What follows belongs to an exercise in optimizing a design on an open flow for a short achievable clock period and few clock cycles per item; a production flow would make more cautious choices.
In this exercise RTL edits were held to simulation tests only and were not proved equivalent to the original.

## ALU
module ALU(
    clk,
    rst_n,
    valid,
    ready,
    mode,
    in_A,
    in_B,
    out
);
    input         clk, rst_n;
    input         valid;
    input  [1:0]  mode;  
    output        ready;
    input  [31:0] in_A, in_B;
    output [63:0] out;
    localparam IDLE = 2'd0, MUL2 = 2'd1, DIVD = 2'd2;
    reg  [1:0]  state;
    reg         ready_r;
    reg  [63:0] out_r;
    reg  [10:0] cnt;    
    wire idle = (state == IDLE);
    wire [34:0] bx = {2'b00, in_B, 1'b0};
    wire [33:0] ax = {1'b0, in_A, 1'b0};   
    wire [16:0] bone, btwo, bneg;
    genvar gi;
    generate
        for (gi = 0; gi < 17; gi = gi + 1) begin : g_booth
            assign bone[gi] = bx[2*gi+1] ^ bx[2*gi];
            assign btwo[gi] = (bx[2*gi+2] & ~bx[2*gi+1] & ~bx[2*gi]) | (~bx[2*gi+2] & bx[2*gi+1] & bx[2*gi]);
            assign bneg[gi] = bx[2*gi+2];
        end
    endgenerate
    wire [32:0] pp0 = (({33{bone[0]}} & ax[33:1]) | ({33{btwo[0]}} & ax[32:0])) ^ {33{bneg[0]}};
    wire [32:0] pp1 = (({33{bone[1]}} & ax[33:1]) | ({33{btwo[1]}} & ax[32:0])) ^ {33{bneg[1]}};
    wire [32:0] pp2 = (({33{bone[2]}} & ax[33:1]) | ({33{btwo[2]}} & ax[32:0])) ^ {33{bneg[2]}};
    wire [32:0] pp3 = (({33{bone[3]}} & ax[33:1]) | ({33{btwo[3]}} & ax[32:0])) ^ {33{bneg[3]}};
    wire [32:0] pp4 = (({33{bone[4]}} & ax[33:1]) | ({33{btwo[4]}} & ax[32:0])) ^ {33{bneg[4]}};
    wire [32:0] pp5 = (({33{bone[5]}} & ax[33:1]) | ({33{btwo[5]}} & ax[32:0])) ^ {33{bneg[5]}};
    wire [32:0] pp6 = (({33{bone[6]}} & ax[33:1]) | ({33{btwo[6]}} & ax[32:0])) ^ {33{bneg[6]}};
    wire [32:0] pp7 = (({33{bone[7]}} & ax[33:1]) | ({33{btwo[7]}} & ax[32:0])) ^ {33{bneg[7]}};
    wire [32:0] pp8 = (({33{bone[8]}} & ax[33:1]) | ({33{btwo[8]}} & ax[32:0])) ^ {33{bneg[8]}};
    wire [32:0] pp9 = (({33{bone[9]}} & ax[33:1]) | ({33{btwo[9]}} & ax[32:0])) ^ {33{bneg[9]}};
    wire [32:0] pp10 = (({33{bone[10]}} & ax[33:1]) | ({33{btwo[10]}} & ax[32:0])) ^ {33{bneg[10]}};
    wire [32:0] pp11 = (({33{bone[11]}} & ax[33:1]) | ({33{btwo[11]}} & ax[32:0])) ^ {33{bneg[11]}};
  ...
Size: ~7700 cells after synthesis, ~720 flip-flops, about 130 I/O pins.
Settings: LEC_CHECK=0, CAP_MARGIN=30, CORE_MARGIN=2, CORE_UTILIZATION=45, PLACE_DENSITY=0.6, SETUP_SLACK_MARGIN=4, SLEW_MARGIN=30; clock period 8.0 ns.
run.sh (not shown) runs the stock make flow with config.mk's settings and CLKGATE_MAP_FILE= SYNTH_SCRIPT=/design/flow/synth_recipe.tcl, a recipe that flattens the netlist after the stock synthesis.
Testbench counts at the start, summed over its fixed seeds: cycles 5,003, items 1,920.
Rerun with:
--- a/flow/design.v
+++ b/flow/design.v
@@ -1847,53 +1847,54 @@
     wire [31:0] logic_res;
     generate
         for (gi = 0; gi < 32; gi = gi + 1) begin : g_logic
             assign logic_res[gi] = (in_A[gi] & in_B[gi]) | (mode[0] & (in_A[gi] | in_B[gi]));
         end
     endgenerate
     reg [31:0] lg_r;                   
-    reg [31:0] scr_r;                  
+    reg [31:0] amb_r, a_r;             
     reg [31:0] mlo_r, mhi0_r, mhi1_r;  
-    reg        os_lg, os_sc, os_s1, os_dv, os_m, os_m0, os_m1;
+    reg        os_lg, os_s0, os_s1, os_dv, os_m, os_m0, os_m1;
     always @(posedge clk) begin
         lg_r   <= logic_res;
-        scr_r  <= ge1 ? a_minus_b : in_A;
+        amb_r  <= a_minus_b;
+        a_r    <= in_A;
         mlo_r  <= mul_lo[31:0];
         mhi0_r <= mul_hi0;
         mhi1_r <= mul_hi1;
         if (idle) begin
             out_r  <= {div0_val[64:33], div0_val[31:0]};
             qtop_r <= div0_val[32];
         end else begin
             out_r  <= {rd, out_r[28:0], qd};
             qtop_r <= out_r[29];
         end
     end
     assign ready = ready_r;
-    assign out[63:32] = ({32{os_sc}} & scr_r) |
+    assign out[63:32] = ({32{os_s1}} & amb_r) | ({32{os_s0}} & a_r) |
                         ({32{os_dv}} & out_r[63:32]) |
                         ({32{os_m0}} & mhi0_r) | ({32{os_m1}} & mhi1_r);
     assign out[31:0]  = ({32{os_lg}} & lg_r) | {31'b0, os_s1} |
                         ({32{os_dv}} & out_r[31:0]) | ({32{os_m}} & mlo_r);
     wire go = idle & valid;
     always @(posedge clk or negedge rst_n) begin
         if (!rst_n) begin
             state   <= IDLE;
             ready_r <= 1'b0;
             cnt     <= 11'd0;
             os_lg   <= 1'b0;
-            os_sc   <= 1'b0;
+            os_s0   <= 1'b0;
             os_s1   <= 1'b0;
             os_m    <= 1'b0;
             os_dv   <= 1'b0;
             os_m0   <= 1'b0;
             os_m1   <= 1'b0;
         end else begin
             os_lg <= go & mode[1];
-            os_sc <= go & (mode == 2'd1) & qsmall;
+            os_s0 <= go & (mode == 2'd1) & qsmall & ~ge1;
             os_s1 <= go & (mode == 2'd1) & qsmall & ge1;
             os_m  <= (state == MUL2);
             os_dv <= (state == DIVD) & cnt[0];
             os_m0 <= (state == MUL2) & ~mul_lo[32];
             os_m1 <= (state == MUL2) & mul_lo[32];
             ready_r <= 1'b0;
             case (state)
Final area grows slightly; via count shrinks slightly; die area grows slightly; utilization grows by 0.40 points; fmax shrinks by a few percent; cell count shrinks slightly; synthesized area grows slightly; wire length shrinks slightly; worst setup slack loses 210 ps; global-route usage shrinks by 0.95 points; count of clock-buffer cells in the layout shrinks by 5.
Testbench counts after the change, summed over its fixed seeds: cycles 5,003, items 1,920.

-- re-timing with driven ports --
Ports are ideal in the flow. The routed layouts listed here were re-timed in OpenROAD. Step 1, drivers: a clkbuf_16 drives clk and a buf_2 each remaining input, both assumed. Step 2 moves the port delays by t, midway between the first and last clock arrival at a register: inputs arrive t later, outputs are due t later. That takes back most of the time a late clock gives input paths. Three values: ideal ports, drivers, drivers and shift; two values: the first two.
run | shift t [ns] | slack for setup (ns) | hold WS [ns]
the first run | 0.835 | 3.722 / 3.635 / 2.972 | 0.448 / 0.448 / 0.448
the second run | 0.833 | 3.507 / 3.420 / 2.952 | 0.453 / 0.453 / 0.453
After both steps setup and hold are still met in every run listed. For the first run, which loses most, drivers alone change the setup slack by -0.087 ns; drivers and shift together by -0.750 ns.
